Context: an optimization exercise on an open-source flow, tuned for small area. The choices shown serve that exercise and are no tape-out recipe. RTL that was checked went through simulation tests only; none was proved equivalent to the original. Power figures rest on the tool's default switching activity, not on a simulated workload. No driver is modelled on the clock port, so clocking that relies on it looks cheaper here than on a real chip.

==> inputs of job 5849 <==
==> flow/design.v (excerpt) <==
module tpu #(parameter N = 4, parameter K = 8) (
    input  logic s_clk,
    input  logic s_rst_n,
    input  logic s_update,
    input  logic s_in,
    output logic s_out
);
==> module tpu, before the edit <==
module tpu #(parameter N = 4, parameter K = 8) (
    input  logic s_clk,
    input  logic s_rst_n,
    input  logic s_update,
    input  logic s_in,
    output logic s_out
);
    reg [133:0] chain;
    always @(posedge s_clk)
        if (!s_update) chain <= {s_in, chain[133:1]};
    reg [7:0] zc;
    always @(posedge s_clk)
        if (!s_rst_n) zc <= 8'd134;
        else if (!s_update && zc != 8'd0) zc <= zc - 8'd1;
    reg [1:0] ucnt;
    always @(posedge s_clk)
        if (!s_rst_n || !s_update) ucnt <= 2'd0;
        else if (ucnt != 2'd3) ucnt <= ucnt + 2'd1;
    wire [2:0] opcode = chain[133:131];
    wire [2:0] regno  = chain[130:128];
    wire start = s_rst_n && s_update && (ucnt == 2'd0) && (opcode <= 3'd4);
    reg       act;
    reg [2:0] op;
    reg [2:0] rsel;
    reg [6:0] cnt;
    wire is_rhm = (op == 3'd0);
    wire is_lw  = (op == 3'd1);
    wire is_ls  = (op == 3'd2);
    wire is_mm  = (op == 3'd3);
    wire is_whm = (op == 3'd4);
    wire adv = act && (is_mm || !s_update);
    always @(posedge s_clk) begin
        if (start) begin
            act  <= 1'b1;
            op   <= opcode;
            rsel <= regno;
            cnt  <= 7'd0;
        end else if (adv) begin
            cnt <= cnt + 7'd1;
            if (cnt == 7'd127) act <= 1'b0;
        end
    end
    reg wz, sz, mmz;
    always @(posedge s_clk) begin
        if (!s_rst_n) begin
            wz <= 1'b1;
            sz <= 1'b1;
        end else if (start) begin
            if (opcode == 3'd1) wz <= 1'b0;
            if (opcode == 3'd2) sz <= 1'b0;
        end
        if (start) mmz <= wz | sz;
    end
    reg [127:0] rf [0:K-1];
    wire rout = rf[rsel][0];
    reg [15:0] wk [0:N-1];
    reg [15:0] sk [0:N-1];
    reg [5:0]  acc;
    wire [2:0] q = cnt[2:0];
    wire       slot = !q[2] && !mmz;     
    wire [5:0] psum = ({2'b0, sk[0][0] && slot ? wk[0][3:0] : 4'd0}
                     + {2'b0, sk[1][0] && slot ? wk[1][3:0] : 4'd0})
                    + ({2'b0, sk[2][0] && slot ? wk[2][3:0] : 4'd0}
                     + {2'b0, sk[3][0] && slot ? wk[3][3:0] : 4'd0});
    wire [6:0] msum = {1'b0, (q == 3'd0) ? 6'd0 : acc} + {1'b0, psum};
    wire       mbit = msum[0];
    always @(posedge s_clk)
        if (adv && is_mm) acc <= msum[6:1];
    wire wd = is_mm ? mbit : chain[0];
    wire wr = is_rhm || is_mm;
    genvar r, k;
    generate
        for (r = 0; r < K; r = r + 1) begin : g_rf
            always @(posedge s_clk)
                if (adv && rsel == r)
                    rf[r] <= {wr ? wd : rf[r][0], rf[r][127:1]};
        end
        for (k = 0; k < N; k = k + 1) begin : g_ws
            wire wen = adv && ((is_lw && !cnt[2] && cnt[4:3] == k) ||
                               (is_mm && cnt[4:2] == 3'b111));
            wire sen = adv && ((is_ls && !cnt[2] && cnt[6:5] == k) ||
                               (is_mm && !cnt[2]));
            always @(posedge s_clk) begin
                if (wen) wk[k] <= {is_mm ? wk[k][0] : rout, wk[k][15:1]};
                if (sen) sk[k] <= {is_mm ? sk[k][0] : rout, sk[k][15:1]};
            end
        end
    endgenerate
    wire ovr = act && is_whm && (ucnt[1] == ucnt[0]);
    assign s_out = (zc == 8'd0) && (ovr ? rout : chain[0]);
endmodule
clock: 6.0 ns
lec_check: 0
cap_margin: 20
core_margin: 2
core_utilization: 40
place_density: 0.6
slew_margin: 20
run.sh (not shown) runs the stock make flow with config.mk's settings and CLKGATE_MAP_FILE= SYNTH_SCRIPT=/design/flow/synth_recipe.tcl, a recipe that flattens the netlist after the stock synthesis.
==> inputs of job 3214, as changes to job 5849 <==
--- a/flow/design.v
+++ b/flow/design.v
@@ -6,18 +6,30 @@
     output logic s_out
 );
-    reg [133:0] chain;
+    reg [148:0] pc;
     always @(posedge s_clk)
-        if (!s_update) chain <= {s_in, chain[133:1]};
-    reg [7:0] zc;
-    always @(posedge s_clk)
-        if (!s_rst_n) zc <= 8'd134;
-        else if (!s_update && zc != 8'd0) zc <= zc - 8'd1;
-    reg [1:0] ucnt;
-    always @(posedge s_clk)
-        if (!s_rst_n || !s_update) ucnt <= 2'd0;
-        else if (ucnt != 2'd3) ucnt <= ucnt + 2'd1;
-    wire [2:0] opcode = chain[133:131];
-    wire [2:0] regno  = chain[130:128];
-    wire start = s_rst_n && s_update && (ucnt == 2'd0) && (opcode <= 3'd4);
+        pc <= {s_in, pc[148:1]};
+    reg [3:0] off;      
+    reg [7:0] sc;       
+    reg       zf;       
+    always @(posedge s_clk) begin
+        if (!s_rst_n) begin
+            off <= 4'd0;
+            sc  <= 8'd0;
+            zf  <= 1'b1;
+        end else if (s_update) begin
+            off <= off + 4'd1;
+            sc  <= 8'd0;
+        end else if (sc != 8'd134) begin
+            sc <= sc + 8'd1;
+            if (sc == 8'd133) begin
+                off <= 4'd0;
+                zf  <= 1'b0;
+            end
+        end
+    end
+    wire [2:0] opcode = pc[148:146];
+    wire [2:0] regno  = pc[145:143];
+    wire start = s_rst_n && s_update && (off == 4'd0) && (opcode <= 3'd4);
+    wire chain0 = pc[4'd15 - off];
     reg       act;
     reg [2:0] op;
@@ -29,5 +41,5 @@
     wire is_mm  = (op == 3'd3);
     wire is_whm = (op == 3'd4);
-    wire adv = act && (is_mm || !s_update);
+    wire adv = act && (!is_whm || !s_update);
     always @(posedge s_clk) begin
         if (start) begin
@@ -67,5 +79,5 @@
     always @(posedge s_clk)
         if (adv && is_mm) acc <= msum[6:1];
-    wire wd = is_mm ? mbit : chain[0];
+    wire wd = is_mm ? mbit : pc[14];
     wire wr = is_rhm || is_mm;
     genvar r, k;
@@ -87,5 +99,5 @@
         end
     endgenerate
-    wire ovr = act && is_whm && (ucnt[1] == ucnt[0]);
-    assign s_out = (zc == 8'd0) && (ovr ? rout : chain[0]);
+    wire ovr = act && is_whm && off != 4'd1 && off != 4'd2;
+    assign s_out = !zf && (ovr ? rout : chain0);
 endmodule
==> flow/flow/run.sh (new file) <==
#!/bin/bash
# The standard layout, with the clock tree built without dummy loads.
set -euo pipefail
bash standard.sh finish \
  "CTS_ARGS=-sink_clustering_enable -repair_clock_nets -dont_use_dummy_load -sink_clustering_size 32 -sink_clustering_max_diameter 80 -buf_list sky130_fd_sc_hd__clkbuf_16" \
  > make_finish.log 2>&1
==> flow/standard.sh (new file) <==
#!/bin/bash
# synth_recipe.tcl (not shown) runs the flow's synth.tcl, then flattens the netlist and writes it again
# the make line also repeats each setting of config.mk as NAME=value (left out here)
make -C /OpenROAD-flow-scripts/flow DESIGN_CONFIG=/design/flow/config.mk WORK_HOME=/design/flow/orfs CLKGATE_MAP_FILE= SYNTH_SCRIPT=/design/flow/synth_recipe.tcl "${@:-finish}"
removed: flow/run.sh
==> qor summary <==
Status: job 5849 complete, no violations; job 3214 complete, no violations
Share of Yosys cell area claimed by the top area cell type: job 5849 94.8%; job 3214 86.6%
Total non-filler cell area in the finished layout: job 5849 47100 um2; job 3214 43700 um2
Flop+latch power: job 5849 0.0103 W; job 3214 0.0102 W
Overall power after layout: job 5849 0.0179 W; job 3214 0.0144 W
Crit Path Max Fanout: job 5849 6; job 3214 8
Multi-input comb cells: job 5849 213; job 3214 252
Synthesis-stage register bit count: job 5849 1319; job 3214 1337
Sequential standard cell area: job 5849 39400 um2; job 3214 38400 um2
Fraction of the core area covered by cells at the end of the flow: job 5849 46.3%; job 3214 43.6%
Worst skew pair latency: job 5849 680 ps; job 3214 650 ps
Cts bufs inserted: job 5849 118; job 3214 51
Total met3 wirelength after detailed routing: job 5849 2050 um; job 3214 1560 um
Post-Route WL: job 5849 48800 um; job 3214 46500 um
Min Clock Period, post-route: job 5849 4140 ps; job 3214 4280 ps
Post-synthesis share of cell area spent on and, or, nand and nor gates: job 5849 1.47%; job 3214 1.80%
The RTL of job 3214 was laid out without a check of its function.

## separate check: timing with driven ports
Ports are ideal in the flow. The routed layouts listed here were re-timed in OpenROAD.
Step 1: set_driving_cell puts a clkbuf_16 on s_clk and a buf_2 on each other input, an assumption about the parent block.
Step 2 adds t to the input delays and takes it off the output delays; t is the mean of the earliest and latest rising clock arrival at the registers after step 1. Input paths then give back, and output paths get back, about the clock's delay inside the block.
Slacks: no drivers / after step 1 / after step 2; pairs: no drivers / after step 1.
| run | t, ns | setup slack, ns | hold WS [ns] |
|---|---|---|---|
| job 5849 | 0.726 | 1.856 / 1.793 / 1.873 | 0.384 / 0.384 / 0.384 |
| job 3214 | 0.657 | 1.724 / 1.662 / 1.513 | 0.328 / 0.328 / 0.328 |
After both steps setup and hold are still met in every run listed. The setup slack of job 3214, which loses most, moves by -0.062 ns with the drivers and by -0.211 ns with both steps.
